Source: an optimization exercise on an open RTL-to-GDS flow (aim: small area). Production flows keep margins and buffers that such runs may drop.
At most, simulation tests tie the RTL to the original design; equivalence was not proved.
The RTL of run 2 was laid out without a check of its function.
Power is estimated from default activity; no workload was simulated.

==> flow/design.v <==
`timescale 1ns / 1ps
module FD (output reg Q, input C, input D);
  always @(posedge C) Q <= D;
endmodule
module FDR (output reg Q, input C, input D, input R);
  always @(posedge C) Q <= R ? 1'b0 : D;
endmodule
module FDRE (output reg Q, input C, input CE, input D, input R);
  always @(posedge C)
    if (R) Q <= 1'b0;
    else if (CE) Q <= D;
endmodule
module FDS (output reg Q, input C, input D, input S);
  always @(posedge C) Q <= S ? 1'b1 : D;
endmodule
module LUT6 #(parameter [63:0] INIT = 64'h0)
  (output O, input I0, input I1, input I2, input I3, input I4, input I5);
  assign O = INIT[{I5, I4, I3, I2, I1, I0}];
endmodule
module LUT6_2 #(parameter [63:0] INIT = 64'h0)
  (output O6, output O5, input I0, input I1, input I2, input I3, input I4, input I5);
  assign O6 = INIT[{I5, I4, I3, I2, I1, I0}];
  assign O5 = INIT[{1'b0, I4, I3, I2, I1, I0}];
endmodule
module MUXCY (output O, input CI, input DI, input S);
  assign O = S ? CI : DI;
endmodule
module XORCY (output O, input CI, input LI);
  assign O = CI ^ LI;
endmodule
module RAM32M #(parameter [63:0] INIT_A = 64'h0, parameter [63:0] INIT_B = 64'h0,
                parameter [63:0] INIT_C = 64'h0, parameter [63:0] INIT_D = 64'h0)
  (output [1:0] DOA, output [1:0] DOB, output [1:0] DOC, output [1:0] DOD,
   input [4:0] ADDRA, input [4:0] ADDRB, input [4:0] ADDRC, input [4:0] ADDRD,
   input [1:0] DIA, input [1:0] DIB, input [1:0] DIC, input [1:0] DID,
   input WCLK, input WE);
  reg [1:0] ma [0:31];
  reg [1:0] mb [0:31];
  reg [1:0] mc [0:31];
  reg [1:0] md [0:31];
  always @(posedge WCLK)
    if (WE) begin
      ma[ADDRD] <= DIA;
      mb[ADDRD] <= DIB;
      mc[ADDRD] <= DIC;
      md[ADDRD] <= DID;
    end
  assign DOA = ma[ADDRA];
  assign DOB = mb[ADDRB];
  assign DOC = mc[ADDRC];
  assign DOD = md[ADDRD];
endmodule
module RAM64M #(parameter [63:0] INIT_A = 64'h0, parameter [63:0] INIT_B = 64'h0,
                parameter [63:0] INIT_C = 64'h0, parameter [63:0] INIT_D = 64'h0)
  (output DOA, output DOB, output DOC, output DOD,
   input [5:0] ADDRA, input [5:0] ADDRB, input [5:0] ADDRC, input [5:0] ADDRD,
   input DIA, input DIB, input DIC, input DID,
   input WCLK, input WE);
  reg ma [0:63];
  reg mb [0:63];
  reg mc [0:63];
  reg md [0:63];
  always @(posedge WCLK)
    if (WE) begin
      ma[ADDRD] <= DIA;
      mb[ADDRD] <= DIB;
      mc[ADDRD] <= DIC;
      md[ADDRD] <= DID;
    end
  assign DOA = ma[ADDRA];
  assign DOB = mb[ADDRB];
  assign DOC = mc[ADDRC];
  assign DOD = md[ADDRD];
endmodule
module RAM128X1S #(parameter [127:0] INIT = 128'h0)
  (output O, input A0, input A1, input A2, input A3, input A4, input A5, input A6,
   input D, input WCLK, input WE);
  reg m [0:127];
  wire [6:0] a = {A6, A5, A4, A3, A2, A1, A0};
  always @(posedge WCLK) if (WE) m[a] <= D;
  assign O = m[a];
endmodule
module RAM256X1S #(parameter [255:0] INIT = 256'h0)
  (output O, input [7:0] A, input D, input WCLK, input WE);
  reg m [0:255];
  always @(posedge WCLK) if (WE) m[A] <= D;
  assign O = m[A];
endmodule
`timescale 1ps/1ps
module kcpsm6 (address, instruction, bram_enable, in_port, out_port, port_id, write_strobe, k_write_strobe, read_strobe, interrupt, interrupt_ack, sleep, reset, clk) ;
parameter [7:0] 	hwbuild = 8'h00 ;
parameter [11:0] 	interrupt_vector = 12'h3FF ;
parameter integer scratch_pad_memory_size = 64 ;   
output [11:0]	address ;
input	 [17:0]    	instruction ;
output		bram_enable ;
input	 [7:0]	in_port ;
output [7:0]	out_port ;
output [7:0]	port_id ;
output		write_strobe ;
output		k_write_strobe ;
output		read_strobe ;
input			interrupt ;
output		interrupt_ack ;
input			sleep ;
input			reset ;
input			clk ;
wire	[2:1]		t_state_value ;
wire	[2:1]		t_state ;
wire 			run_value ;
wire              run ;
wire  		internal_reset_value ;
wire 			internal_reset ;
wire 			sync_sleep ;
wire 			int_enable_type ;
wire 			interrupt_enable_value ;
wire			interrupt_enable ;
wire			sync_interrupt ;
wire 			active_interrupt_value ;
wire 			active_interrupt ;
wire	[2:0]		arith_logical_sel ;
wire			arith_carry_in ;
wire			arith_carry_value ;
wire			arith_carry ;
wire 	[7:0]		half_arith_logical ;
wire 	[7:0]		logical_carry_mask ;
wire 	[7:0]		carry_arith_logical ;
wire 	[7:0]		arith_logical_value ;
wire 	[7:0]		arith_logical_result ;
wire 	[7:0]		shift_rotate_value ;
wire 	[7:0]		shift_rotate_result ;
wire			shift_in_bit ;
wire 	[7:0]		alu_result ;
wire 	[1:0]		alu_mux_sel_value ;
wire 	[1:0]		alu_mux_sel ;
wire			strobe_type ;
wire 			write_strobe_value ;
wire 			k_write_strobe_value ;
wire			read_strobe_value ;
wire			flag_enable_type ;
wire			flag_enable_value ;
wire			flag_enable ; 
wire			lower_parity ;
wire			lower_parity_sel ;
wire			carry_lower_parity ;
wire 			upper_parity ;
wire			parity ;
wire			shift_carry_value ;
wire			shift_carry ;
wire			carry_flag_value ;
wire			carry_flag ;
wire 			use_zero_flag_value ;
wire			use_zero_flag ;
wire 			drive_carry_in_zero ;
wire          	carry_in_zero ;
wire             	lower_zero ;
wire         	lower_zero_sel ;
wire       		carry_lower_zero ;
wire           	middle_zero ;
wire        	middle_zero_sel ;
wire      		carry_middle_zero ;
wire         	upper_zero_sel ;
wire        	zero_flag_value ;
wire              zero_flag ;
wire       		spm_enable_value ;
wire             	spm_enable ;
wire 	[7:0]		spm_ram_data ;
wire 	[7:0]		spm_data  ;
wire           	regbank_type ;
wire             	bank_value ;
wire              bank ;
wire          	loadstar_type ;
wire         	sx_addr4_value ;
wire   		register_enable_type ;
wire  		register_enable_value ;
wire        	register_enable ;
wire 	[4:0]		sx_addr ;
wire 	[4:0]		sy_addr ;
wire 	[7:0]		sx ;
wire 	[7:0]		sy ;
wire 	[7:0]		sy_or_kk ;
wire       		pc_move_is_valid ;
wire              move_type ;
wire           	returni_type ;
wire 	[2:0]		pc_mode ;
wire 	[11:0]	register_vector ;
wire 	[11:0]	half_pc ;
wire 	[10:0]	carry_pc ;
wire 	[11:0]	pc_value ;
wire 	[11:0]	pc ;
wire 	[11:0]	pc_vector ;
wire             	push_stack ;
wire              pop_stack ;
wire 	[11:0]	stack_memory ;
wire 	[11:0]	return_vector ;
wire       		stack_carry_flag ;
wire      		shadow_carry_flag ;
wire        	stack_zero_flag ;
wire      		shadow_zero_value ;
wire       		shadow_zero_flag ;
wire             	stack_bank ;
wire            	shadow_bank ;
wire              stack_bit ;
wire            	special_bit ;
wire 	[4:0]		half_pointer_value ;
wire 	[4:0]		feed_pointer_value ;
wire 	[4:0]		stack_pointer_carry ;
wire 	[4:0]		stack_pointer_value ;
wire 	[4:0]		stack_pointer ;
LUT6_2 #(
	.INIT	(64'hFFFFF55500000EEE))
reset_lut( 
	.I0 	(run),
	.I1 	(internal_reset),
	.I2 	(stack_pointer_carry[4]),
	.I3 	(t_state[2]),
	.I4 	(reset),
	.I5 	(1'b1),
	.O5 	(run_value),
	.O6 	(internal_reset_value));
FD run_flop (  
	.D 	(run_value),
	.Q 	(run),
	.C 	(clk));
FD internal_reset_flop(
	.D	(internal_reset_value),
	.Q	(internal_reset),
	.C	(clk));
FD sync_sleep_flop(
	.D 	(sleep),
	.Q 	(sync_sleep),
	.C 	(clk));
LUT6_2 #(
	.INIT    (64'h0083000B00C4004C))
t_state_lut( 
	.I0     (t_state[1]),
	.I1     (t_state[2]),
	.I2     (sync_sleep),
	.I3     (internal_reset),
	.I4     (special_bit),
	.I5     (1'b1),
	.O5     (t_state_value[1]),
	.O6     (t_state_value[2]));
FD t_state1_flop (  
	.D      (t_state_value[1]),
	.Q      (t_state[1]),
	.C      (clk));
FD t_state2_flop (  
	.D      (t_state_value[2]),
	.Q      (t_state[2]),
	.C      (clk));
LUT6_2 #(
	.INIT	(64'h0010000000000800))
int_enable_type_lut( 
	.I0     (instruction[13]),
	.I1     (instruction[14]),
	.I2     (instruction[15]),
	.I3     (instruction[16]),
	.I4     (instruction[17]),
	.I5     (1'b1),
	.O5     (loadstar_type),
	.O6     (int_enable_type)) ;
LUT6 #(
	.INIT    (64'h000000000000CAAA))
interrupt_enable_lut( 
	.I0     (interrupt_enable),
	.I1     (instruction[0]),
	.I2     (int_enable_type),
	.I3     (t_state[1]),
	.I4     (active_interrupt),
	.I5     (internal_reset),
	.O      (interrupt_enable_value));                     
FD interrupt_enable_flop (  
	.D      (interrupt_enable_value),
	.Q      (interrupt_enable),
	.C      (clk));
FD sync_interrupt_flop (  
	.D      (interrupt),
	.Q      (sync_interrupt),
	.C      (clk));
LUT6_2 # (
	.INIT    (64'hCC33FF0080808080))
active_interrupt_lut( 
	.I0     (interrupt_enable),
	.I1     (t_state[2]),
	.I2     (sync_interrupt),
	.I3     (bank),
	.I4     (loadstar_type),
	.I5     (1'b1),
	.O5     (active_interrupt_value), 
	.O6     (sx_addr4_value));
FD active_interrupt_flop (  
	.D      (active_interrupt_value),
	.Q      (active_interrupt),
	.C      (clk));
FD interrupt_ack_flop (  
	.D      (active_interrupt),
	.Q      (interrupt_ack),
	.C      (clk));
LUT6 #(
	.INIT    (64'h5A3CFFFF00000000))
pc_move_is_valid_lut( 
	.I0     (carry_flag),
	.I1     (zero_flag),
	.I2     (instruction[14]),
	.I3     (instruction[15]),
	.I4     (instruction[16]),
	.I5     (instruction[17]),
	.O      (pc_move_is_valid)) ;
LUT6_2 # (
	.INIT    (64'h7777027700000200))
move_type_lut( 
	.I0     (instruction[12]),
	.I1     (instruction[13]),
	.I2     (instruction[14]),
	.I3     (instruction[15]),
	.I4     (instruction[16]),
	.I5     (1'b1),
	.O5     (returni_type),
	.O6     (move_type)) ;
LUT6_2 # (
	.INIT    (64'h0000F000000023FF))
pc_mode1_lut( 
	.I0     (instruction[12]),
	.I1     (returni_type),
	.I2     (move_type),
	.I3     (pc_move_is_valid),
	.I4     (active_interrupt),
	.I5     (1'b1),
	.O5     (pc_mode[0]),
	.O6     (pc_mode[1])) ;
LUT6 # (
	.INIT    (64'hFFFFFFFF00040000))
pc_mode2_lut( 
	.I0     (instruction[12]),
	.I1     (instruction[14]),
	.I2     (instruction[15]),
	.I3     (instruction[16]),
	.I4     (instruction[17]),
	.I5     (active_interrupt),
	.O      (pc_mode[2])) ;
LUT6_2 # (
	.INIT    (64'hFFFF100000002000))
push_pop_lut( 
	.I0     (instruction[12]),
	.I1     (instruction[13]),
	.I2     (move_type),
	.I3     (pc_move_is_valid),
	.I4     (active_interrupt),
	.I5     (1'b1),
	.O5     (pop_stack),
	.O6     (push_stack)) ;
LUT6_2 #(
	.INIT    (64'h03CA000004200000))
alu_decode0_lut( 
	.I0     (instruction[13]),
	.I1     (instruction[14]),
	.I2     (instruction[15]),
	.I3     (instruction[16]),
	.I4     (1'b1),
	.I5     (1'b1),
	.O5     (alu_mux_sel_value[0]),
	.O6     (arith_logical_sel[0])) ;
FD alu_mux_sel0_flop(  
	.D      (alu_mux_sel_value[0]),
	.Q      (alu_mux_sel[0]),
	.C      (clk)) ;
LUT6_2 #(
	.INIT    (64'h7708000000000F00))
alu_decode1_lut( 
	.I0     (carry_flag),
	.I1     (instruction[13]),
	.I2     (instruction[14]),
	.I3     (instruction[15]),
	.I4     (instruction[16]),
	.I5     (1'b1),
	.O5     (alu_mux_sel_value[1]),
	.O6     (arith_carry_in)) ;                     
FD alu_mux_sel1_flop (  
	.D      (alu_mux_sel_value[1]),
	.Q      (alu_mux_sel[1]),
	.C      (clk)) ;
LUT6_2 # (
	.INIT    (64'hD000000002000000))
alu_decode2_lut( 
	.I0     (instruction[14]),
	.I1     (instruction[15]),
	.I2     (instruction[16]),
	.I3     (1'b1),
	.I4     (1'b1),
	.I5     (1'b1),
	.O5     (arith_logical_sel[1]),
	.O6     (arith_logical_sel[2])) ;
LUT6_2 # (
	.INIT    (64'h00013F3F0010F7CE))
register_enable_type_lut( 
	.I0     (instruction[13]),
	.I1     (instruction[14]),
	.I2     (instruction[15]),
	.I3     (instruction[16]),
	.I4     (instruction[17]),
	.I5     (1'b1),
	.O5     (flag_enable_type),
	.O6     (register_enable_type)) ;
LUT6_2 # (
	.INIT    (64'hC0CC0000A0AA0000))
register_enable_lut( 
	.I0     (flag_enable_type),
	.I1     (register_enable_type),
	.I2     (instruction[12]),
	.I3     (instruction[17]),
	.I4     (t_state[1]),
	.I5     (1'b1),
	.O5     (flag_enable_value),
	.O6     (register_enable_value)) ;
FDR flag_enable_flop (  
	.D      (flag_enable_value),
	.Q      (flag_enable),
	.R      (active_interrupt),
	.C      (clk)) ;
FDR register_enable_flop (  
	.D      (register_enable_value),
	.Q      (register_enable),
	.R      (active_interrupt),
	.C      (clk)) ;
LUT6_2 # (
	.INIT    (64'h8000000020000000))
spm_enable_lut( 
	.I0     (instruction[13]),
	.I1     (instruction[14]),
	.I2     (instruction[17]),
	.I3     (strobe_type),
	.I4     (t_state[1]),
	.I5     (1'b1),
	.O5     (k_write_strobe_value),
	.O6     (spm_enable_value)) ;
FDR k_write_strobe_flop (  
	.D      (k_write_strobe_value),
	.Q      (k_write_strobe),
	.R      (active_interrupt),
	.C      (clk)) ;
FDR spm_enable_flop (  
	.D      (spm_enable_value),
	.Q      (spm_enable),
	.R      (active_interrupt),
	.C      (clk)) ;
LUT6_2 # (
	.INIT    (64'h4000000001000000))
read_strobe_lut( 
	.I0     (instruction[13]),
	.I1     (instruction[14]),
	.I2     (instruction[17]),
	.I3     (strobe_type),
	.I4     (t_state[1]),
	.I5     (1'b1),
	.O5     (read_strobe_value),
	.O6     (write_strobe_value)) ;
FDR write_strobe_flop (  
	.D      (write_strobe_value),
	.Q      (write_strobe),
	.R      (active_interrupt),
	.C      (clk)) ;
FDR read_strobe_flop (  
	.D      (read_strobe_value),
	.Q      (read_strobe),
	.R      (active_interrupt),
	.C      (clk)) ;
LUT6 # (
	.INIT    (64'h0080020000000000))
regbank_type_lut( 
	.I0     (instruction[12]),
	.I1     (instruction[13]),
	.I2     (instruction[14]),
	.I3     (instruction[15]),
	.I4     (instruction[16]),
	.I5     (instruction[17]),
	.O      (regbank_type)) ;
LUT6 # (
	.INIT    (64'hACACFF00FF00FF00))
bank_lut( 
	.I0     (instruction[0]),
	.I1     (shadow_bank),
	.I2     (instruction[16]),
	.I3     (bank),
	.I4     (regbank_type),
	.I5     (t_state[1]),
	.O      (bank_value)) ;                     
FDR bank_flop (  
	.D      (bank_value),
	.Q      (bank),
	.R      (internal_reset),
	.C      (clk)) ;
FD sx_addr4_flop (  
	.D      (sx_addr4_value),
	.Q      (sx_addr[4]),
	.C      (clk)) ;
assign sx_addr[3:0] = instruction[11:8] ;
assign sy_addr = {bank, instruction[7:4]} ;
XORCY arith_carry_xorcy ( 
	.LI 	(1'b0),
	.CI 	(carry_arith_logical[7]),
	.O      (arith_carry_value)) ;
FD arith_carry_flop (  
	.D      (arith_carry_value),
	.Q      (arith_carry),
	.C      (clk)) ;
LUT6_2 # (
	.INIT    (64'h0000000087780000))
lower_parity_lut( 
	.I0     (instruction[13]),
	.I1     (carry_flag),
	.I2     (arith_logical_result[0]),
	.I3     (arith_logical_result[1]),
	.I4     (1'b1),
	.I5     (1'b1),
	.O5     (lower_parity),
	.O6     (lower_parity_sel)) ;  
MUXCY parity_muxcy ( 
	.DI	(lower_parity),
	.CI	(1'b0),                     
	.S	(lower_parity_sel),
	.O      (carry_lower_parity)) ;
LUT6 #(
	.INIT    (64'h6996966996696996))
upper_parity_lut( 
	.I0     (arith_logical_result[2]),
	.I1     (arith_logical_result[3]),
	.I2     (arith_logical_result[4]),
	.I3     (arith_logical_result[5]),
	.I4     (arith_logical_result[6]),
	.I5     (arith_logical_result[7]),
	.O      (upper_parity)) ;                     
XORCY parity_xorcy( 
	.LI	(upper_parity),
        .CI	(carry_lower_parity),
	.O      (parity)) ;
LUT6 #(
	.INIT    (64'hFFFFAACCF0F0F0F0))
shift_carry_lut( 
	.I0     (sx[0]),
	.I1     (sx[7]),
	.I2     (shadow_carry_flag),
	.I3     (instruction[3]),
	.I4     (instruction[7]),
	.I5     (instruction[16]),
	.O      (shift_carry_value)) ;                     
FD shift_carry_flop(  
	.D      (shift_carry_value),
	.Q      (shift_carry),
	.C      (clk)) ;
LUT6_2 #(
	.INIT    (64'h3333AACCF0AA0000))
carry_flag_lut( 
	.I0     (shift_carry),
	.I1     (arith_carry),
	.I2     (parity),
	.I3     (instruction[14]),
	.I4     (instruction[15]),
	.I5     (instruction[16]),
	.O5     (drive_carry_in_zero),
	.O6     (carry_flag_value)) ;  
FDRE carry_flag_flop(  
	.D      (carry_flag_value),
	.Q      (carry_flag),
       	.CE     (flag_enable),
	.R      (internal_reset),
	.C      (clk)) ;
MUXCY init_zero_muxcy( 
	.DI	(drive_carry_in_zero),
	.CI	(1'b0),
	.S	(carry_flag_value),
	.O      (carry_in_zero)) ;
LUT6_2 # (
	.INIT    (64'hA280000000F000F0))
use_zero_flag_lut( 
	.I0     (instruction[13]),
	.I1     (instruction[14]),
	.I2     (instruction[15]),
	.I3     (instruction[16]),
	.I4     (1'b1),
	.I5     (1'b1),
	.O5     (strobe_type),
	.O6     (use_zero_flag_value)) ;                     
FD use_zero_flag_flop(  
	.D      (use_zero_flag_value),
	.Q      (use_zero_flag),
	.C      (clk)) ;
LUT6_2 #(
	.INIT    (64'h0000000000000001))
lower_zero_lut( 
	.I0     (alu_result[0]),
	.I1     (alu_result[1]),
	.I2     (alu_result[2]),
	.I3     (alu_result[3]),
	.I4     (alu_result[4]),
	.I5     (1'b1),
	.O5     (lower_zero),
	.O6     (lower_zero_sel)) ;                     
MUXCY lower_zero_muxcy( 
	.DI	(lower_zero),
	.CI	(carry_in_zero),
	.S	(lower_zero_sel),
	.O      (carry_lower_zero)) ;
LUT6_2 # (
	.INIT    (64'h0000000D00000000))
middle_zero_lut( 
	.I0     (use_zero_flag),
	.I1     (zero_flag),
	.I2     (alu_result[5]),
	.I3     (alu_result[6]),
	.I4     (alu_result[7]),
	.I5     (1'b1),
	.O5     (middle_zero),
	.O6     (middle_zero_sel)) ;                     
MUXCY middle_zero_muxcy( 
	.DI	(middle_zero),
	.CI	(carry_lower_zero),                     
	.S 	(middle_zero_sel),
  	.O      (carry_middle_zero)) ;
LUT6 #(
	.INIT    (64'hFBFF000000000000))
upper_zero_lut( 
	.I0     (instruction[14]),
	.I1     (instruction[15]),
	.I2     (instruction[16]),
	.I3     (1'b1),
	.I4     (1'b1),
	.I5     (1'b1),
	.O      (upper_zero_sel)) ;                     
MUXCY upper_zero_muxcy( 
	.DI	(shadow_zero_flag),
	.CI	(carry_middle_zero),                    
	.S	(upper_zero_sel),
	.O      (zero_flag_value)) ;
FDRE zero_flag_flop(  
	.D      (zero_flag_value),
	.Q      (zero_flag),
	.CE     (flag_enable),
	.R      (internal_reset),
	.C      (clk)) ;
assign register_vector = {sx[3:0], sy} ;
genvar i ;
generate
for (i = 0 ; i <= 11 ; i = i+1)
begin : address_loop
parameter [7:0] id4 = 8'h30 + i/4 ;
parameter [7:0] id8 = 8'h30 + i/8 ;
parameter [7:0] ip4d8 = 8'h30 + (i+4)/8 ;	  
FD return_vector_flop(  
	.D      (stack_memory[i]),
	.Q      (return_vector[i]),
	.C      (clk));
if (i % 2 == 0) begin: output_data
LUT6_2 #(
	.INIT   (64'hFF00F0F0CCCCAAAA))
pc_vector_mux_lut( 
	.I0     (instruction[i]),
	.I1     (return_vector[i]),
	.I2     (instruction[i+1]),
	.I3     (return_vector[i+1]),
	.I4     (instruction[12]),
	.I5     (1'b1),
	.O5     (pc_vector[i]),
	.O6     (pc_vector[i+1]));
end  
FDRE pc_flop(  
	.D      (pc_value[i]),
	.Q      (pc[i]),
	.R      (internal_reset),
	.CE     (t_state[1]),
	.C      (clk));
if (i == 0) begin: lsb_pc
if (interrupt_vector[i] == 1'b0) begin: low_int_vector
LUT6 #(
	.INIT    (64'h00AA000033CC0F00))
pc_lut( 
	.I0     (register_vector[i]),
	.I1     (pc_vector[i]),
	.I2     (pc[i]),
	.I3     (pc_mode[0]),
	.I4     (pc_mode[1]),
	.I5     (pc_mode[2]), 
	.O      (half_pc[i]));
end  
if (interrupt_vector[i] == 1'b1) begin: high_int_vector
LUT6 #(
	.INIT    (64'h00AA00FF33CC0F00))
pc_lut( 
	.I0     (register_vector[i]),
	.I1     (pc_vector[i]),
	.I2     (pc[i]),
	.I3     (pc_mode[0]),
	.I4     (pc_mode[1]),
	.I5     (pc_mode[2]), 
	.O      (half_pc[i]));
end  
XORCY pc_xorcy( 
	.LI	(half_pc[i]),
	.CI	(1'b0),
	.O      (pc_value[i]));
MUXCY pc_muxcy( 
	.DI 	(pc_mode[0]),
	.CI 	(1'b0),
	.S	(half_pc[i]),
        .O      (carry_pc[i]));
end  
if (i > 0) begin : upper_pc
if (interrupt_vector[i] == 1'b0) begin: low_int_vector
LUT6 #(
	.INIT    (64'h00AA0000CCCCF000))
pc_lut( 
	.I0     (register_vector[i]),
	.I1     (pc_vector[i]),
	.I2     (pc[i]),
	.I3     (pc_mode[0]),
	.I4     (pc_mode[1]),
	.I5     (pc_mode[2]), 
	.O      (half_pc[i]));
end  
if (interrupt_vector[i] == 1'b1) begin: high_int_vector
LUT6 #(
	.INIT    (64'h00AA00FFCCCCF000))
pc_lut( 
	.I0     (register_vector[i]),
	.I1     (pc_vector[i]),
	.I2     (pc[i]),
	.I3     (pc_mode[0]),
	.I4     (pc_mode[1]),
	.I5     (pc_mode[2]), 
	.O      (half_pc[i]));
end  
XORCY pc_xorcy( 
	.LI	(half_pc[i]),
	.CI	(carry_pc[i-1]),
	.O      (pc_value[i]));
if (i < 11) begin: mid_pc
MUXCY pc_muxcy( 
	.DI 	(1'b0),
	.CI 	(carry_pc[i-1]),
	.S 	(half_pc[i]),
	.O     	(carry_pc[i]));
end  
end  
end  
endgenerate
FD shadow_carry_flag_flop(  
	.D      (stack_carry_flag),
	.Q      (shadow_carry_flag),
	.C      (clk)) ;
FD stack_zero_flop(  
	.D      (stack_zero_flag),
	.Q      (shadow_zero_value),
	.C      (clk)) ;
FD shadow_zero_flag_flop(  
	.D      (shadow_zero_value),
	.Q      (shadow_zero_flag),
	.C      (clk)) ;
FD shadow_bank_flop(  
	.D      (stack_bank),
	.Q      (shadow_bank),
	.C      (clk)) ;
FD stack_bit_flop(  
	.D      (stack_bit),
	.Q      (special_bit),
	.C      (clk)) ;
RAM32M #(
	.INIT_A	(64'h0000000000000000), 
	.INIT_B	(64'h0000000000000000), 
	.INIT_C (64'h0000000000000000), 
	.INIT_D (64'h0000000000000000)) 
stack_ram_low ( 
	.DOA	({stack_zero_flag, stack_carry_flag}), 
	.DOB	({stack_bit, stack_bank}),
	.DOC    (stack_memory[1:0]), 
	.DOD    (stack_memory[3:2]),
	.ADDRA	(stack_pointer[4:0]), 
	.ADDRB	(stack_pointer[4:0]), 
	.ADDRC  (stack_pointer[4:0]), 
	.ADDRD  (stack_pointer[4:0]),
	.DIA	({zero_flag, carry_flag}), 
	.DIB	({run, bank}),
	.DIC    (pc[1:0]),
	.DID    (pc[3:2]),
	.WE 	(t_state[1]), 
	.WCLK	(clk));
RAM32M #(
	.INIT_A	(64'h0000000000000000), 
	.INIT_B	(64'h0000000000000000), 
	.INIT_C	(64'h0000000000000000), 
	.INIT_D	(64'h0000000000000000)) 
stack_ram_high(    
	.DOA	(stack_memory[5:4]), 
	.DOB	(stack_memory[7:6]),
	.DOC   	(stack_memory[9:8]),
	.DOD   	(stack_memory[11:10]),
	.ADDRA 	(stack_pointer[4:0]), 
	.ADDRB 	(stack_pointer[4:0]), 
	.ADDRC  (stack_pointer[4:0]), 
	.ADDRD  (stack_pointer[4:0]),
	.DIA    (pc[5:4]),
	.DIB    (pc[7:6]),
	.DIC    (pc[9:8]),
	.DID    (pc[11:10]),
	.WE 	(t_state[1]),  
	.WCLK 	(clk));
generate
for (i = 0 ; i <= 4 ; i = i+1)
begin : stack_loop
parameter [7:0]	id4 = 8'h30 + i/4 ;
if (i == 0) begin: lsb_stack
FDR pointer_flop(  
	.D      (stack_pointer_value[i]),
	.Q      (stack_pointer[i]),
	.R      (internal_reset),
	.C      (clk)) ;
LUT6_2 #(
	.INIT    (64'h001529AAAAAAAAAA))
stack_pointer_lut( 
	.I0     (stack_pointer[i]),
	.I1     (pop_stack),
	.I2     (push_stack),
	.I3     (t_state[1]),
	.I4     (t_state[2]),
	.I5     (1'b1), 
	.O5     (feed_pointer_value[i]),
	.O6     (half_pointer_value[i]));
XORCY stack_xorcy( 
	.LI 	(half_pointer_value[i]),
	.CI 	(1'b0),
	.O      (stack_pointer_value[i]));
MUXCY stack_muxcy( 
	.DI	(feed_pointer_value[i]),
	.CI	(1'b0),
	.S 	(half_pointer_value[i]),
	.O      (stack_pointer_carry[i]));
end  
if (i > 0) begin: upper_stack
FDR pointer_flop(  
	.D      (stack_pointer_value[i]),
	.Q      (stack_pointer[i]),
	.R      (internal_reset),
	.C      (clk)) ;
LUT6_2 #(
	.INIT    (64'h002A252AAAAAAAAA))
stack_pointer_lut( 
	.I0     (stack_pointer[i]),
	.I1     (pop_stack),
	.I2     (push_stack),
	.I3     (t_state[1]),
	.I4     (t_state[2]),
	.I5     (1'b1), 
	.O5     (feed_pointer_value[i]),
	.O6     (half_pointer_value[i]));
XORCY stack_xorcy( 
	.LI 	(half_pointer_value[i]),
	.CI 	(stack_pointer_carry[i-1]),
	.O      (stack_pointer_value[i]));
MUXCY stack_muxcy( 
	.DI 	(feed_pointer_value[i]),
	.CI 	(stack_pointer_carry[i-1]),
	.S 	(half_pointer_value[i]),
	.O      (stack_pointer_carry[i]));
end  
end  
endgenerate
generate
for (i = 0 ; i <= 7 ; i = i+1)
begin : data_path_loop
parameter [7:0]	id1 = 8'h30 + i ;
parameter [7:0]	id2 = 8'h30 + i/2 ;
parameter [7:0]	id4 = 8'h30 + i/4 ;
if (i % 2 == 0) begin: output_data
LUT6_2 #(
	.INIT    (64'hFF00F0F0CCCCAAAA))
sy_kk_mux_lut( 
	.I0     (sy[i]),
	.I1     (instruction[i]),
	.I2     (sy[i+1]),
	.I3     (instruction[i+1]),
	.I4     (instruction[12]),
	.I5     (1'b1),
	.O5     (sy_or_kk[i]),
	.O6     (sy_or_kk[i+1]));
end  
if (i % 2 == 0) begin: second_operand
LUT6_2 #(
	.INIT    (64'hFF00F0F0CCCCAAAA))
out_port_lut( 
	.I0     (sx[i]),
	.I1     (instruction[i+4]),
	.I2     (sx[i+1]),
	.I3     (instruction[i+5]),
	.I4     (instruction[13]),
	.I5     (1'b1),
	.O5     (out_port[i]),
	.O6     (out_port[i+1]));
end  
LUT6_2 #(
	.INIT    (64'h69696E8ACCCC0000))
arith_logical_lut( 
	.I0     (sy_or_kk[i]),
	.I1     (sx[i]),
	.I2     (arith_logical_sel[0]),
	.I3     (arith_logical_sel[1]),
	.I4     (arith_logical_sel[2]),
	.I5     (1'b1),
	.O5     (logical_carry_mask[i]),
	.O6     (half_arith_logical[i]));
FD arith_logical_flop( 
	.D      (arith_logical_value[i]),
	.Q      (arith_logical_result[i]),
	.C      (clk)) ;
if (i == 0) begin: lsb_arith_logical
MUXCY arith_logical_muxcy( 
	.DI 	(logical_carry_mask[i]),
	.CI 	(arith_carry_in),
	.S 	(half_arith_logical[i]),
	.O      (carry_arith_logical[i]));
XORCY arith_logical_xorcy( 
	.LI 	(half_arith_logical[i]),
	.CI 	(arith_carry_in),
	.O      (arith_logical_value[i]));
end  
if (i > 0) begin: upper_arith_logical
MUXCY arith_logical_muxcy( 
	.DI 	(logical_carry_mask[i]),
	.CI 	(carry_arith_logical[i-1]),
	.S 	(half_arith_logical[i]),
	.O      (carry_arith_logical[i]));
XORCY arith_logical_xorcy( 
	.LI 	(half_arith_logical[i]),
	.CI 	(carry_arith_logical[i-1]),
	.O      (arith_logical_value[i]));
end  
if (hwbuild[i] == 1'b0) begin: low_hwbuild 
FDR shift_rotate_flop( 
	.D      (shift_rotate_value[i]),
	.Q      (shift_rotate_result[i]),
	.R      (instruction[7]),
	.C      (clk)) ;
end  
if (hwbuild[i] == 1'b1) begin: high_hwbuild 
FDS shift_rotate_flop( 
	.D      (shift_rotate_value[i]),
	.Q      (shift_rotate_result[i]),
	.S 	(instruction[7]),
	.C      (clk)) ;
end  
if (i == 0) begin: lsb_shift_rotate
LUT6 #(
	.INIT    (64'hBFBC8F8CB3B08380))
shift_bit_lut( 
	.I0     (instruction[0]),
	.I1     (instruction[1]),
	.I2     (instruction[2]),
	.I3     (carry_flag),
	.I4     (sx[0]),
	.I5     (sx[7]),
	.O      (shift_in_bit));
LUT6_2 #(
	.INIT    (64'hFF00F0F0CCCCAAAA))
shift_rotate_lut( 
	.I0     (shift_in_bit),
	.I1     (sx[i+1]),
	.I2     (sx[i]),
	.I3     (sx[i+2]),
	.I4     (instruction[3]),
	.I5     (1'b1),
	.O5     (shift_rotate_value[i]),
	.O6     (shift_rotate_value[i+1]));
end  
if (i == 2 || i == 4) begin: mid_shift_rotate
LUT6_2 #(
	.INIT    (64'hFF00F0F0CCCCAAAA))
shift_rotate_lut( 
	.I0     (sx[i-1]),
	.I1     (sx[i+1]),
	.I2     (sx[i]),
	.I3     (sx[i+2]),
	.I4     (instruction[3]),
	.I5     (1'b1),
	.O5     (shift_rotate_value[i]),
	.O6     (shift_rotate_value[i+1]));
end  
if (i == 6) begin: msb_shift_rotate
LUT6_2 #(
	.INIT    (64'hFF00F0F0CCCCAAAA))
shift_rotate_lut( 
	.I0     (sx[i-1]),
	.I1     (sx[i+1]),
	.I2     (sx[i]),
	.I3     (shift_in_bit),
	.I4     (instruction[3]),
	.I5     (1'b1),
	.O5     (shift_rotate_value[i]),
	.O6     (shift_rotate_value[i+1]));
end  
LUT6 #(
	.INIT    (64'hFF00F0F0CCCCAAAA))
alu_mux_lut( 
	.I0     (arith_logical_result[i]),
	.I1     (shift_rotate_result[i]),
	.I2     (in_port[i]),
	.I3     (spm_data[i]),
	.I4     (alu_mux_sel[0]),
	.I5     (alu_mux_sel[1]),
	.O      (alu_result[i]));
if (scratch_pad_memory_size == 64) begin : small_spm
FD spm_flop( 
	.D      (spm_ram_data[i]),
	.Q      (spm_data[i]),
	.C      (clk)) ;
if (i == 0 || i == 4) begin: small_spm_ram
RAM64M #( 
	.INIT_A	(64'h0000000000000000),
	.INIT_B	(64'h0000000000000000),
	.INIT_C	(64'h0000000000000000),
	.INIT_D	(64'h0000000000000000)) 
spm_ram(   
	.DOA 	(spm_ram_data[i]),
	.DOB 	(spm_ram_data[i+1]),
	.DOC    (spm_ram_data[i+2]),
	.DOD    (spm_ram_data[i+3]),
	.ADDRA 	(sy_or_kk[5:0]),
	.ADDRB 	(sy_or_kk[5:0]),
	.ADDRC  (sy_or_kk[5:0]),
	.ADDRD  (sy_or_kk[5:0]),
	.DIA 	(sx[i]),
	.DIB 	(sx[i+1]),
	.DIC    (sx[i+2]),
	.DID    (sx[i+3]),
	.WE 	(spm_enable),
	.WCLK 	(clk));
end  
end  
if (scratch_pad_memory_size == 128) begin : medium_spm
RAM128X1S  #(
	.INIT	(128'h00000000000000000000000000000000))
spm_ram(       
	.D      (sx[i]),
	.WE 	(spm_enable),
	.WCLK 	(clk),
	.A0 	(sy_or_kk[0]),
	.A1 	(sy_or_kk[1]),
	.A2 	(sy_or_kk[2]),
	.A3 	(sy_or_kk[3]),
	.A4 	(sy_or_kk[4]),
	.A5 	(sy_or_kk[5]),
	.A6 	(sy_or_kk[6]),
	.O      (spm_ram_data[i]));
FD spm_flop( 
	.D      (spm_ram_data[i]),
	.Q      (spm_data[i]),
	.C      (clk)) ;
end  
if (scratch_pad_memory_size == 256) begin : large_spm
RAM256X1S #(
	.INIT	(256'h0000000000000000000000000000000000000000000000000000000000000000))
spm_ram (       
	.D      (sx[i]),
	.WE 	(spm_enable),
	.WCLK 	(clk),
	.A 	(sy_or_kk),
	.O      (spm_ram_data[i]));
FD spm_flop( 
	.D      (spm_ram_data[i]),
	.Q      (spm_data[i]),
	.C      (clk)) ;
end  
end  
endgenerate
RAM32M #(
	.INIT_A	(64'h0000000000000000), 
	.INIT_B	(64'h0000000000000000), 
	.INIT_C (64'h0000000000000000), 
	.INIT_D (64'h0000000000000000)) 
lower_reg_banks(    
	.DOA 	(sy[1:0]), 
	.DOB 	(sx[1:0]),
	.DOC    (sy[3:2]),
	.DOD    (sx[3:2]),
	.ADDRA 	(sy_addr), 
	.ADDRB 	(sx_addr), 
	.ADDRC  (sy_addr), 
	.ADDRD  (sx_addr), 
	.DIA 	(alu_result[1:0]),
	.DIB 	(alu_result[1:0]),
	.DIC    (alu_result[3:2]),
	.DID    (alu_result[3:2]),
	.WE 	(register_enable), 
	.WCLK	(clk));
RAM32M #(
	.INIT_A	(64'h0000000000000000), 
	.INIT_B	(64'h0000000000000000), 
	.INIT_C (64'h0000000000000000),  
	.INIT_D (64'h0000000000000000)) 
upper_reg_banks(    
	.DOA 	(sy[5:4]), 
	.DOB 	(sx[5:4]),
	.DOC    (sy[7:6]),
	.DOD    (sx[7:6]),
	.ADDRA 	(sy_addr),
	.ADDRB 	(sx_addr),
	.ADDRC  (sy_addr), 
	.ADDRD  (sx_addr), 
	.DIA 	(alu_result[5:4]),
	.DIB 	(alu_result[5:4]),
	.DIC    (alu_result[7:6]),
	.DID    (alu_result[7:6]),
	.WE 	(register_enable), 
	.WCLK	(clk));
assign address = pc;
assign bram_enable = t_state[2];
assign port_id = sy_or_kk;
endmodule
==> flow/run.sh <==
#!/bin/bash
# synth_recipe.tcl (not shown) runs the flow's synth.tcl, then flattens the netlist and writes it again
# the make line also repeats each setting of config.mk as NAME=value (left out here)
make -C /OpenROAD-flow-scripts/flow DESIGN_CONFIG=/design/flow/config.mk WORK_HOME=/design/flow/orfs CLKGATE_MAP_FILE= SYNTH_SCRIPT=/design/flow/synth_recipe.tcl finish
==> flow/config.mk <==
export PLATFORM = sky130hd
export DESIGN_NAME = kcpsm6
export DESIGN_NICKNAME = kcpsm6
export VERILOG_FILES = /design/flow/design.v
export SDC_FILE = /design/flow/constraint.sdc
export NUM_CORES = 4
export LEC_CHECK = 0
export CAP_MARGIN = 20
export CORE_MARGIN = 2
export CORE_UTILIZATION = 40
export PLACE_DENSITY = 0.6
export SLEW_MARGIN = 20
==> flow/constraint.sdc <==
create_clock -name core_clock -period 9.0 [get_ports {clk}]
set_input_delay 1.8000 -clock core_clock [delete_from_list [all_inputs] [get_ports {clk}]]
set_output_delay 1.8000 -clock core_clock [all_outputs]
set_load 0.01 [all_outputs]
==> qor.json, run 1 <==
{
  "run_status": "no timing/DRC/antenna violations",
  "routed-wl-met2_um": 71600,
  "globalRouteOverflowTotal": 0,
  "irDropWorstVdd_mv": 0.178,
  "ctsLongestPathBuffers": 3,
  "grt_pass1_wl_um": 225000,
  "grt_antenna_before_repair": 8,
  "syn-num-nets": 3266,
  "cts.repair_timing.setup_buffer_count": 0,
  "post_synth_top_flop": "sky130_fd_sc_hd__edfxtp_1",
  "route.met3.wl_um": 14400,
  "dp_cells": 5009,
  "critPathTopFamily": "buffers and inverters",
  "worst-setup-path-type": "in -> out",
  "path_max_fanout": 16,
  "first_global_vias": 30500,
  "gp_congestion": 0.918,
  "clock_latency_at_the_later_pin_of_the_worst_skew_pair_ps": 780,
  "grt_start_max_net_pins": 71,
  "detail_route.vias_per_cell": 6.00,
  "top_layer": "met5",
  "setup_slack_ps": 1220,
  "place.port_buffers": 62,
  "cts_hold_buffers": 0,
  "core_area_um2": 139000,
  "number_of_enable_flip_flop_cells_after_synthesis": 1280,
  "dr.first_iter.drc_count": 3826,
  "hold_depth": 0,
  "synth_top_cells_by_count": "sky130_fd_sc_hd__edfxtp_1 (1280), sky130_fd_sc_hd__mux4_2 (249), sky130_fd_sc_hd__nor2_1 (233), sky130_fd_sc_hd__a22oi_1 (228), sky130_fd_sc_hd__mux2i_1 (153)",
  "wl_met1_um": 66400,
  "synth_most_common_cell": "sky130_fd_sc_hd__edfxtp_1",
  "finalSetupViolations": 0,
  "p_sw_share_pct": 23.7,
  "total_global_route_track_usage_pct": 21.8,
  "ant_nets": 0,
  "worst_path_max_stage_delay_ps": 1040,
  "drive_gt1_share_pct": 18.8,
  "worstPathRequired_ps": 7200,
  "netlist.top_cell.by_area": "sky130_fd_sc_hd__edfxtp_1",
  "hold_viol_final": 0,
  "clock-skew-final_ps": 40.3,
  "flow.area_growth_from_synthesis_pct": 12.9,
  "die-height_um": 378,
  "power_frac_clock_pct": 41.2,
  "initial_core_util_pct": 40.2,
  "die_w_um": 378,
  "synth_top_area_share_pct": 68.7,
  "ys_ff_latch": 1362,
  "yosysWarningCount": 5,
  "cts.clk_slew.worst_paths_ps": 60,
  "cp-end-kind": "output pin",
  "drv.max_cap_violation_count": 0,
  "vias": 31600,
  "crit_slowest_cell": "sky130_fd_sc_hd__nor4_1",
  "critPathBufInv": 2,
  "worstRegToRegCells": 12,
  "dp_worst_setup_slack_ps": 1160,
  "crit_path_cell_trace": "clkdlybuf4s50_1 > and2_1 > a22oi_1 > a21oi_1 > nor4_1 > mux2_2 > clkdlybuf4s50_1",
  "detail_route.wl_per_cell_um": 29.7,
  "post-route-min-period_ps": 7780,
  "critPathLaunchType": "primary input",
  "final.setup.tns_ps": 0,
  "final.period_utilization_pct": 86.5,
  "report.power.total_mw": 14.0,
  "cts_buffers": 142,
  "cts_max_level": 4,
  "netlist_area_um2": 55900,
  "timing_max_transition_violations_final": 0,
  "netlist_instances": 3206,
  "hold_class": "reg -> reg",
  "ios": 63,
  "detailedPlacementHpwl_um": 97200,
  "yosys-top-cells-area": "sky130_fd_sc_hd__edfxtp_1 (69%), sky130_fd_sc_hd__mux4_2 (10%), sky130_fd_sc_hd__a22oi_1 (3.1%), sky130_fd_sc_hd__dfxtp_1 (2.9%), sky130_fd_sc_hd__mux2i_1 (2.7%)",
  "postSynthAreaPerCell_um2": 17.4,
  "clock-sinks": 1362,
  "critical_path_cell_count": 7,
  "leakage_power_nw": 20.6,
  "grt_setup_unrepaired": "no",
  "drt_pre_antenna_iters": 6,
  "top_achievable_clock_speed_mhz": 128,
  "clock_tree_from_tritoncts": "built",
  "power_per_cell_area_nw_per_um2": 221,
  "power.share.sequential_pct": 50.9,
  "row_count": 137,
  "netlist-cell-type-count": 79,
  "internal-power_mw": 10.7,
  "cts_repair_resize_count": 0,
  "path_common_cell": "sky130_fd_sc_hd__clkdlybuf4s50_1",
  "share_of_synthesized_area_occupied_by_flip_flops_and_latches_pct": 71.6,
  "synth_async_sr_flop_share_pct": 0,
  "comb_power_share_pct": 7.9,
  "measured_slew_at_the_worst_slew_check_pin_ps": 1230,
  "route.detailed.drc": 0,
  "finish.net_count": 3337,
  "power_switching_mw": 3.31,
  "drt-total-wl_um": 156000,
  "worst_slew_margin_rel_pct": 17.1,
  "total_die_area_um2": 143000,
  "instances_no_fill": 5270,
  "cts-root-buf": "sky130_fd_sc_hd__clkbuf_16",
  "hold-worst-slack_ps": 340,
  "worst_ep_arrival_time_ps": 5980
}
-- power by group through the flow --
stage	Combinational, mW	Sequential, mW	Clock (mW)
2_1_floorplan	0.665	7.23	0
3_3_place_gp	1.08	7.25	0
3_5_place_dp	1.09	7.25	0
4_1_cts	1.09	7.12	5.84
5_1_grt	1.16	7.12	6.09
6_report	1.10	7.12	5.76
-- final timing paths --
| kind | startpoint | to | slack (ps) |
|---|---|---|---|
| worst min-delay path | stack_zero_flop.Q | shadow_zero_flag_flop.Q | 340 |
| worst min register to register | stack_zero_flop.Q | shadow_zero_flag_flop.Q | 340 |
| worst max-delay path | instruction[6] | port_id[1] | 1220 |
| worst max register to register | lower_reg_banks.mb[19][1] | data_path_loop[7].small_spm.spm_flop.Q | 3880 |
-- layer usage --
layer / up-vias / track usage, %
li1: 13200 / -
met1: 16500 / 31.7
met2: 1610 / 33.1
met3: 229 / 4.78
met4: 8 / 5.84
met5: - / 0
-- area by class of cell --
cell class	instances	area (um^2)
Fill cell	12000	76000
Sequential cell	1362	40100
Multi-Input combinational cell	1582	14700
Clock buffer	178	3760
Tap cell	1876	2350
Timing Repair Buffer	165	1390
Clock inverter	82	820
Inverter	24	95.1
Antenna cell	1	2.50
-- metrics by stage --
step / area, um^2 / utilization [%]
detailed placement: 58600 / 42.1
finish: 63200 / 45.4
global route: 63200 / 45.4
floorplan: 55900 / -
CTS: 63200 / 45.4
global placement: 58600 / 42.1
-- placed cells by master (no fill, tap or decap), drive strengths merged, types with 10 or more instances in the layout --
cell,count
o21ai,48
a22oi,228
a41o,11
mux2i,153
nand3b,10
mux4,249
nand4,56
a221oi,12
a21oi,70
and2,12
o22ai,26
nor3,25
xor2,12
a22o,12
clkinv,61
nand2b,10
nand2,123
dfxtp,82
clkdlybuf4s50,57
nor2,233
xnor2,13
nand3,38
inv,32
a41oi,13
clkbuf,178
buf,108
mux2,23
a211o,11
a31oi,16
ha,30
edfxtp,1280
a211oi,21
-- flip-flops by register name (all words and copies together), names as in the netlist, 128 cells and up --
signal                                             count
data_path_loop.small_spm.small_spm_ram.spm_ram.md    128
data_path_loop.small_spm.small_spm_ram.spm_ram.ma    128
data_path_loop.small_spm.small_spm_ram.spm_ram.mc    128
data_path_loop.small_spm.small_spm_ram.spm_ram.mb    128
-- logic make-up after synthesis --
| logic type | Yosys count | synth area share, % |
|---|---|---|
| flip-flops | 1362 | 71.6 |
| AND/OR/NAND/NOR | 569 | 4.80 |
| AO/OA/AOI/OAI | 533 | 6.89 |
| multiplexers | 425 | 13.2 |
| buffers and inverters | 262 | 2.38 |
| adder cells (fa/ha/maj) | 30 | 0.671 |
| XOR/XNOR | 25 | 0.391 |
==> run 2, diff against run 1 <==
--- a/flow/design.v
+++ b/flow/design.v
@@ -88,2 +88,26 @@
 endmodule
+module ohram #(parameter W = 8, parameter AW = 5, parameter NR = 1)
+  (input clk, input we, input [AW-1:0] wa, input [W-1:0] wd,
+   input [NR*AW-1:0] ra, output [NR*W-1:0] rd);
+  localparam N = 1 << AW;
+  wire [N*W-1:0] q;
+  genvar i, p;
+  generate
+    for (i = 0; i < N; i = i + 1) begin : word
+      reg [W-1:0] r;
+      always @(posedge clk) if (we && wa == i) r <= wd;
+      assign q[i*W +: W] = r;
+    end
+    for (p = 0; p < NR; p = p + 1) begin : port
+      wire [AW-1:0] a = ra[p*AW +: AW];
+      reg [W-1:0] o;
+      integer k;
+      always @* begin
+        o = {W{1'b0}};
+        for (k = 0; k < N; k = k + 1) o = o | ({W{a == k}} & q[k*W +: W]);
+      end
+      assign rd[p*W +: W] = o;
+    end
+  endgenerate
+endmodule
 `timescale 1ps/1ps
@@ -765,42 +789,7 @@
 	.C      (clk)) ;
-RAM32M #(
-	.INIT_A	(64'h0000000000000000), 
-	.INIT_B	(64'h0000000000000000), 
-	.INIT_C (64'h0000000000000000), 
-	.INIT_D (64'h0000000000000000)) 
-stack_ram_low ( 
-	.DOA	({stack_zero_flag, stack_carry_flag}), 
-	.DOB	({stack_bit, stack_bank}),
-	.DOC    (stack_memory[1:0]), 
-	.DOD    (stack_memory[3:2]),
-	.ADDRA	(stack_pointer[4:0]), 
-	.ADDRB	(stack_pointer[4:0]), 
-	.ADDRC  (stack_pointer[4:0]), 
-	.ADDRD  (stack_pointer[4:0]),
-	.DIA	({zero_flag, carry_flag}), 
-	.DIB	({run, bank}),
-	.DIC    (pc[1:0]),
-	.DID    (pc[3:2]),
-	.WE 	(t_state[1]), 
-	.WCLK	(clk));
-RAM32M #(
-	.INIT_A	(64'h0000000000000000), 
-	.INIT_B	(64'h0000000000000000), 
-	.INIT_C	(64'h0000000000000000), 
-	.INIT_D	(64'h0000000000000000)) 
-stack_ram_high(    
-	.DOA	(stack_memory[5:4]), 
-	.DOB	(stack_memory[7:6]),
-	.DOC   	(stack_memory[9:8]),
-	.DOD   	(stack_memory[11:10]),
-	.ADDRA 	(stack_pointer[4:0]), 
-	.ADDRB 	(stack_pointer[4:0]), 
-	.ADDRC  (stack_pointer[4:0]), 
-	.ADDRD  (stack_pointer[4:0]),
-	.DIA    (pc[5:4]),
-	.DIB    (pc[7:6]),
-	.DIC    (pc[9:8]),
-	.DID    (pc[11:10]),
-	.WE 	(t_state[1]),  
-	.WCLK 	(clk));
+ohram #(.W(16), .AW(5), .NR(1)) stack_ram (
+	.clk(clk), .we(t_state[1]), .wa(stack_pointer[4:0]),
+	.wd({zero_flag, carry_flag, run, bank, pc}),
+	.ra(stack_pointer[4:0]),
+	.rd({stack_zero_flag, stack_carry_flag, stack_bit, stack_bank, stack_memory}));
 generate
@@ -1012,24 +1001,2 @@
 	.C      (clk)) ;
-if (i == 0 || i == 4) begin: small_spm_ram
-RAM64M #( 
-	.INIT_A	(64'h0000000000000000),
-	.INIT_B	(64'h0000000000000000),
-	.INIT_C	(64'h0000000000000000),
-	.INIT_D	(64'h0000000000000000)) 
-spm_ram(   
-	.DOA 	(spm_ram_data[i]),
-	.DOB 	(spm_ram_data[i+1]),
-	.DOC    (spm_ram_data[i+2]),
-	.DOD    (spm_ram_data[i+3]),
-	.ADDRA 	(sy_or_kk[5:0]),
-	.ADDRB 	(sy_or_kk[5:0]),
-	.ADDRC  (sy_or_kk[5:0]),
-	.ADDRD  (sy_or_kk[5:0]),
-	.DIA 	(sx[i]),
-	.DIB 	(sx[i+1]),
-	.DIC    (sx[i+2]),
-	.DID    (sx[i+3]),
-	.WE 	(spm_enable),
-	.WCLK 	(clk));
-end  
 end  
@@ -1071,42 +1038,8 @@
 endgenerate
-RAM32M #(
-	.INIT_A	(64'h0000000000000000), 
-	.INIT_B	(64'h0000000000000000), 
-	.INIT_C (64'h0000000000000000), 
-	.INIT_D (64'h0000000000000000)) 
-lower_reg_banks(    
-	.DOA 	(sy[1:0]), 
-	.DOB 	(sx[1:0]),
-	.DOC    (sy[3:2]),
-	.DOD    (sx[3:2]),
-	.ADDRA 	(sy_addr), 
-	.ADDRB 	(sx_addr), 
-	.ADDRC  (sy_addr), 
-	.ADDRD  (sx_addr), 
-	.DIA 	(alu_result[1:0]),
-	.DIB 	(alu_result[1:0]),
-	.DIC    (alu_result[3:2]),
-	.DID    (alu_result[3:2]),
-	.WE 	(register_enable), 
-	.WCLK	(clk));
-RAM32M #(
-	.INIT_A	(64'h0000000000000000), 
-	.INIT_B	(64'h0000000000000000), 
-	.INIT_C (64'h0000000000000000),  
-	.INIT_D (64'h0000000000000000)) 
-upper_reg_banks(    
-	.DOA 	(sy[5:4]), 
-	.DOB 	(sx[5:4]),
-	.DOC    (sy[7:6]),
-	.DOD    (sx[7:6]),
-	.ADDRA 	(sy_addr),
-	.ADDRB 	(sx_addr),
-	.ADDRC  (sy_addr), 
-	.ADDRD  (sx_addr), 
-	.DIA 	(alu_result[5:4]),
-	.DIB 	(alu_result[5:4]),
-	.DIC    (alu_result[7:6]),
-	.DID    (alu_result[7:6]),
-	.WE 	(register_enable), 
-	.WCLK	(clk));
+ohram #(.W(8), .AW(6), .NR(1)) spm_ram (
+	.clk(clk), .we(spm_enable), .wa(sy_or_kk[5:0]), .wd(sx),
+	.ra(sy_or_kk[5:0]), .rd(spm_ram_data));
+ohram #(.W(8), .AW(5), .NR(2)) reg_banks (
+	.clk(clk), .we(register_enable), .wa(sx_addr), .wd(alu_result),
+	.ra({sy_addr, sx_addr}), .rd({sy, sx}));
 assign address = pc;
--- a/flow/config.mk
+++ b/flow/config.mk
@@ -7,2 +7,3 @@
 export LEC_CHECK = 0
+export ABC_AREA = 1
 export CAP_MARGIN = 20
@@ -10,2 +11,3 @@
 export CORE_UTILIZATION = 40
+export CTS_BUF_LIST = sky130_fd_sc_hd__clkbuf_4
 export PLACE_DENSITY = 0.6
==> run 2 against run 1 <==
Area after synthesis shrank 1.5%. Largest power group unchanged. Sequential share of layout area shrank 0.26 points. Worst setup slack worse by 200 ps. Power decreased by 3.6%. Count of clock-buffer cells in the layout grew 375. Clock power shrank 8.2%. Combinational power is 6% lower. Clock skew grew 110 ps. Final area increased by 0.41%. Synthesized cell count is 40% higher.
==> qor.json, run 2 <==
{
  "power_frac_clock": {"value": 39.3, "unit": "%", "change": "was 41.2%"},
  "worst-setup-path-type": {"value": "in -> out", "change": "unchanged"},
  "ant_nets": {"value": 0, "change": "unchanged"},
  "yosysWarningCount": {"value": 6, "change": "was 5"},
  "hold_viol_final": {"value": 0, "change": "unchanged"},
  "syn-num-nets": {"value": 4556, "change": "was 3266"},
  "netlist.top_cell.by_area": {"value": "sky130_fd_sc_hd__edfxtp_1", "change": "unchanged"},
  "cts_max_level": {"value": 5, "change": "was 4"},
  "grt_setup_unrepaired": {"value": "no", "change": "unchanged"},
  "number_of_filler_instances_in_the_final_layout": {"value": 12700, "change": "was 12000"},
  "finalSetupViolations": {"value": 0, "change": "unchanged"},
  "core_area": {"value": 137000, "unit": "um^2", "change": "was 139000 um^2"},
  "instances_no_fill": {"value": 7024, "change": "was 5270"},
  "layout_commonest_cell": {"value": "sky130_fd_sc_hd__edfxtp_1", "change": "unchanged"},
  "top_achievable_clock_speed": {"value": 125, "unit": "MHz", "change": "was 128 MHz"},
  "measured_slew_at_the_worst_slew_check_pin": {"value": 1150, "unit": "ps", "change": "was 1230 ps"},
  "initial_core_util": {"value": 40.2, "unit": "%", "change": "about the same"},
  "crit-reg2reg-capture": {"value": "data_path_loop[7].arith_logical_flop.Q", "change": "was data_path_loop[7].small_spm.spm_flop.Q"},
  "timing.hold.worst.start": {"value": "stack_zero_flop.Q", "change": "unchanged"},
  "total_global_route_track_usage": {"value": 30.4, "unit": "%", "change": "was 21.8%"},
  "place.port_buffers": {"value": 62, "change": "unchanged"},
  "post_synth_top_flop": {"value": "sky130_fd_sc_hd__edfxtp_1", "change": "unchanged"},
  "cts_buffers": {"value": 369, "change": "was 142"},
  "clock-skew-final": {"value": 155, "unit": "ps", "change": "was 40.3 ps"},
  "grt_antenna_before_repair": {"value": 21, "change": "was 8"},
  "drive_gt1_share": {"value": 18.0, "unit": "%", "change": "was 18.8%"},
  "muxShareOfSynthArea": {"value": 0, "unit": "%", "change": "was 13.2%"},
  "row_count": {"value": 136, "change": "was 137"},
  "netlist_instances": {"value": 4498, "change": "was 3206"},
  "drt_pre_antenna_iters": {"value": 6, "change": "unchanged"},
  "worstRegToRegCells": {"value": 22, "change": "was 12"},
  "yosys.area_share.adder": {"value": 0.636, "unit": "%", "change": "was 0.671%"},
  "synth_top_family_by_area": {"value": "simple AND/OR/NAND/NOR gates", "change": "was multiplexers"},
  "detail_route.wl_per_cell": {"value": 30.9, "unit": "um", "change": "was 29.7 um"},
  "detail_route.vias_per_cell": {"value": 5.78, "change": "was 6.00"},
  "final.period_utilization": {"value": 88.7, "unit": "%", "change": "was 86.5%"},
  "mostFrequentLayoutCells": {"value": "sky130_fd_sc_hd__edfxtp_1 (1280), sky130_fd_sc_hd__nand2_1 (1212), sky130_fd_sc_hd__clkbuf_4 (553), sky130_fd_sc_hd__nor2_1 (345), sky130_fd_sc_hd__inv_1 (260)", "change": "was sky130_fd_sc_hd__edfxtp_1 (1280), sky130_fd_sc_hd__mux4_2 (249), sky130_fd_sc_hd__a22oi_1 (228), sky130_fd_sc_hd__nor2_1 (219), sky130_fd_sc_hd__mux2i_1 (153)"},
  "yosys-top-cells-area": {"value": "sky130_fd_sc_hd__edfxtp_1 (70%), sky130_fd_sc_hd__nand2_1 (8.3%), sky130_fd_sc_hd__dfxtp_1 (3.0%), sky130_fd_sc_hd__nand4_1 (2.4%), sky130_fd_sc_hd__nor2_1 (2.4%)", "change": "was sky130_fd_sc_hd__edfxtp_1 (69%), sky130_fd_sc_hd__mux4_2 (10%), sky130_fd_sc_hd__a22oi_1 (3.1%), sky130_fd_sc_hd__dfxtp_1 (2.9%), sky130_fd_sc_hd__mux2i_1 (2.7%)"},
  "dp_cells": {"value": 6409, "change": "was 5009"},
  "cp-end-kind": {"value": "output pin", "change": "unchanged"},
  "critPathLaunchType": {"value": "primary input", "change": "unchanged"},
  "comb_power_share": {"value": 7.7, "unit": "%", "change": "was 7.9%"},
  "clock_tree_from_tritoncts": {"value": "built", "change": "unchanged"},
  "cts_hold_buffers": {"value": 0, "change": "unchanged"},
  "reg_top3": "spm_ram.word.r: 512 flops, stack_ram.word.r: 512 flops, reg_banks.word.r: 256 flops",
  "share_of_the_synthesized_area_in_compound_gates_ao_oa_aoi_oai": {"value": 6.43, "unit": "%", "change": "was 6.89%"},
  "hold_depth": {"value": 0, "change": "unchanged"},
  "finish.net_count": {"value": 5044, "change": "was 3337"},
  "r2r_setup_slack": {"value": 3000, "unit": "ps", "change": "was 3880 ps"},
  "globalRouteOverflowTotal": {"value": 0, "change": "unchanged"},
  "power_per_cell_area": {"value": 212, "unit": "nW/um^2", "change": "was 221 nW/um^2"},
  "worstReg2RegStart": {"value": "sx_addr4_flop.Q", "change": "was lower_reg_banks.mb[19][1]"},
  "first_global_vias": {"value": 38500, "change": "was 30500"},
  "clock-sinks": {"value": 1362, "change": "unchanged"},
  "worstPathRequired": {"value": 7200, "unit": "ps", "change": "about the same"},
  "detailedPlacementHpwl": {"value": 152000, "unit": "um", "change": "was 97200 um"},
  "power.share.sequential": {"value": 53.0, "unit": "%", "change": "was 50.9%"},
  "ys_ff_latch": {"value": 1362, "change": "unchanged"},
  "final.setup.tns": {"value": 0, "unit": "ps", "change": "unchanged"},
  "hold_class": {"value": "reg -> reg", "change": "unchanged"},
  "timing_max_transition_violations_final": {"value": 0, "change": "unchanged"},
  "drt-total-wl": {"value": 217000, "unit": "um", "change": "was 156000 um"},
  "vias": {"value": 40600, "change": "was 31600"},
  "cts_repair_resize_count": {"value": 0, "change": "unchanged"},
  "die_w": {"value": 375, "unit": "um", "change": "was 378 um"},
  "drv.max_cap_violation_count": {"value": 0, "change": "unchanged"},
  "path_max_fanout": {"value": 15, "change": "was 16"},
  "ctsLongestPathBuffers": {"value": 4, "change": "was 3"},
  "gp_congestion": {"value": 1.05, "change": "was 0.918"},
  "worst_slew_margin_rel": {"value": 23.0, "unit": "%", "change": "was 17.1%"},
  "number_of_enable_flip_flop_cells_after_synthesis": {"value": 1280, "change": "unchanged"},
  "leakage_power": {"value": 22.2, "unit": "nW", "change": "was 20.6 nW"},
  "synth_top_cells_by_count": {"value": "sky130_fd_sc_hd__edfxtp_1 (1280), sky130_fd_sc_hd__nand2_1 (1218), sky130_fd_sc_hd__nor2_1 (356), sky130_fd_sc_hd__inv_1 (264), sky130_fd_sc_hd__nand4_1 (215)", "change": "was sky130_fd_sc_hd__edfxtp_1 (1280), sky130_fd_sc_hd__mux4_2 (249), sky130_fd_sc_hd__nor2_1 (233), sky130_fd_sc_hd__a22oi_1 (228), sky130_fd_sc_hd__mux2i_1 (153)"},
  "dr.first_iter.drc_count": {"value": 5888, "change": "was 3826"},
  "total_die_area": {"value": 141000, "unit": "um^2", "change": "was 143000 um^2"},
  "irDropWorstVdd": {"value": 0.134, "unit": "mV", "change": "was 0.178 mV"},
  "flow.area_growth_from_synthesis": {"value": 15.1, "unit": "%", "change": "was 12.9%"},
  "grt_pass1_wl": {"value": 298000, "unit": "um", "change": "was 225000 um"},
  "netlist-cell-type-count": {"value": 53, "change": "was 79"},
  "hold_end": {"value": "shadow_zero_flag_flop.Q", "change": "unchanged"},
  "synth_top_area_share": {"value": 69.7, "unit": "%", "change": "was 68.7%"},
  "synth_simple_gate_area_share": {"value": 16.7, "unit": "%", "change": "was 4.80%"},
  "route.detailed.drc": {"value": 0, "change": "unchanged"},
  "internal-power": {"value": 10.1, "unit": "mW", "change": "was 10.7 mW"},
  "worst_ep_arrival_time": {"value": 6180, "unit": "ps", "change": "was 5980 ps"},
  "postSynthAreaPerCell": {"value": 12.3, "unit": "um^2", "change": "was 17.4 um^2"},
  "synth_async_sr_flop_share": {"value": 0, "unit": "%", "change": "unchanged"},
  "p_sw_share": {"value": 25.2, "unit": "%", "change": "was 23.7%"},
  "share_of_synthesized_area_occupied_by_flip_flops_and_latches": {"value": 72.7, "unit": "%", "change": "was 71.6%"},
  "ios": {"value": 63, "change": "unchanged"},
  "post-route-min-period": {"value": 7980, "unit": "ps", "change": "was 7780 ps"},
  "synth_xor_area_share": {"value": 0.302, "unit": "%", "change": "was 0.391%"},
  "cts.repair_timing.setup_buffer_count": {"value": 0, "change": "unchanged"},
  "die-height": {"value": 375, "unit": "um", "change": "was 378 um"},
  "power_switching": {"value": 3.39, "unit": "mW", "change": "was 3.31 mW"},
  "synth_most_common_cell": {"value": "sky130_fd_sc_hd__edfxtp_1", "change": "unchanged"},
  "grt_start_max_net_pins": {"value": 71, "change": "unchanged"},
  "run_status": {"value": "no timing/DRC/antenna violations", "change": "unchanged"},
  "netlist_area": {"value": 55100, "unit": "um^2", "change": "was 55900 um^2"},
  "clock_latency_at_the_later_pin_of_the_worst_skew_pair": {"value": 1370, "unit": "ps", "change": "was 780 ps"},
  "cts-root-buf": {"value": "sky130_fd_sc_hd__clkbuf_4", "change": "was sky130_fd_sc_hd__clkbuf_16"},
  "cts.clk_slew.worst_paths": {"value": 70, "unit": "ps", "change": "was 60 ps"}
}
==> run 2: logic make-up (layout without fill, tap and decap cells) <==
logic type | after synthesis | in the layout
other | 0 | 10
AO/OA/AOI/OAI | 511 | 511
flip-flops | 1362 | 1362
AND/OR/NAND/NOR | 2141 | 2141
buffers and inverters | 437 | 1159
adder cells (fa/ha/maj) | 28 | 28
XOR/XNOR | 19 | 19
==> run 2: metal layers <==
layer | GRT usage [%] | vias to the layer above | share of wire, %
met5 | 0 | - | 0.031
met4 | 10.2 | 10 | 3.1
met3 | 7.95 | 370 | 11
met2 | 43.2 | 2604 | 42
met1 | 45.2 | 20200 | 44
li1 | - | 17500 | -
==> run 2: cell type report <==
| cell class | count | area, um^2 | area share, % |
|---|---|---|---|
| Inverter | 303 | 1140 | 1.79 |
| Antenna cell | 10 | 25.0 | 0.0394 |
| Clock inverter | 52 | 205 | 0.323 |
| Clock buffer | 553 | 4150 | 6.54 |
| Sequential cell | 1362 | 40100 | 63.2 |
| Timing Repair Buffer | 251 | 2050 | 3.23 |
| Multi-Input combinational cell | 2699 | 13500 | 21.3 |
| Tap cell | 1794 | 2240 | 3.54 |
==> run 2: metrics by stage <==
step           cell area (um^2)  power (mW)  util, %  hold slack [ps]  worst slack (ps)
2_1_floorplan             55100        7.74        -              310              2960
3_3_place_gp              59000        8.30     43.0              387              1240
3_5_place_dp              59000        8.30     43.0              389              1240
4_1_cts                   63400        13.5     46.2              386              1290
5_1_grt                   63400        13.9     46.2              393              1060
6_report                  63400        13.5     46.3              372              1020
==> run 2: worst max-delay path: stages <==
cell	delay, ps
sky130_fd_sc_hd__clkdlybuf4s50_1	830
sky130_fd_sc_hd__nor2_2	270
sky130_fd_sc_hd__nand3_1	370
sky130_fd_sc_hd__inv_1	280
sky130_fd_sc_hd__nand2_1	120
sky130_fd_sc_hd__nand4_1	180
sky130_fd_sc_hd__a211oi_1	670
sky130_fd_sc_hd__nand4_1	430
sky130_fd_sc_hd__or2_1	340
sky130_fd_sc_hd__o21ai_2	140
sky130_fd_sc_hd__inv_1	210
sky130_fd_sc_hd__clkdlybuf4s50_1	520
==> run 2: power groups by stage <==
stage | Sequential, mW | Clock [mW] | Combinational [mW]
after floorplan | 7.26 | 0 | 0.474
after global placement | 7.28 | 0 | 1.02
after detailed placement | 7.28 | 0 | 1.02
after CTS | 7.15 | 5.37 | 1.02
after global routing | 7.14 | 5.72 | 1.08
final | 7.15 | 5.29 | 1.03
==> run 2: worst max-delay path by stage <==
stage / start / endpoint / slack (ps) / cells past startpoint
floorplan: instruction[14] / address_loop[11].pc_flop.Q / 2960 / 21
finish: instruction[7] / port_id[5] / 1020 / 12
CTS: instruction[7] / port_id[5] / 1290 / 15
global placement: instruction[7] / port_id[5] / 1240 / 15
global route: sx_addr4_flop.Q / out_port[3] / 1060 / 11
detailed placement: instruction[14] / address_loop[11].pc_flop.Q / 1240 / 20

-- port drivers added, routing unchanged --
In the flow no input, the clock included, has a driving cell. The finished layouts below were timed again as built, in two steps. Step 1 sets driving cells, clkbuf_16 on the clock port and buf_2 on the other inputs (assumed; they add their load-dependent delay and slew). Step 2 times the ports against the registers' clock, not the clock port: input delays grow and output delays shrink by t, the midpoint of the rising clock arrivals with the driver on. Slacks: ideal ports / drivers / drivers and shift; pairs: ideal ports / drivers.
| run | t, ns | slack for setup (ns) | hold WS [ns] | worst slew at a driven data input, ns | pins driven straight from the clock port |
|---|---|---|---|---|---|
| run 1 | 0.830 | 1.215 / 1.189 / 1.165 | 0.340 / 0.340 / 0.340 | 0.12 | 1 |
| run 2 | 1.372 | 1.016 / 0.983 / 0.880 | 0.372 / 0.372 / 0.372 | 0.14 | 1 |
After both steps setup and hold are still met in every run listed. For run 2, which loses most, drivers alone change the setup slack by -0.033 ns; drivers and shift together by -0.136 ns.
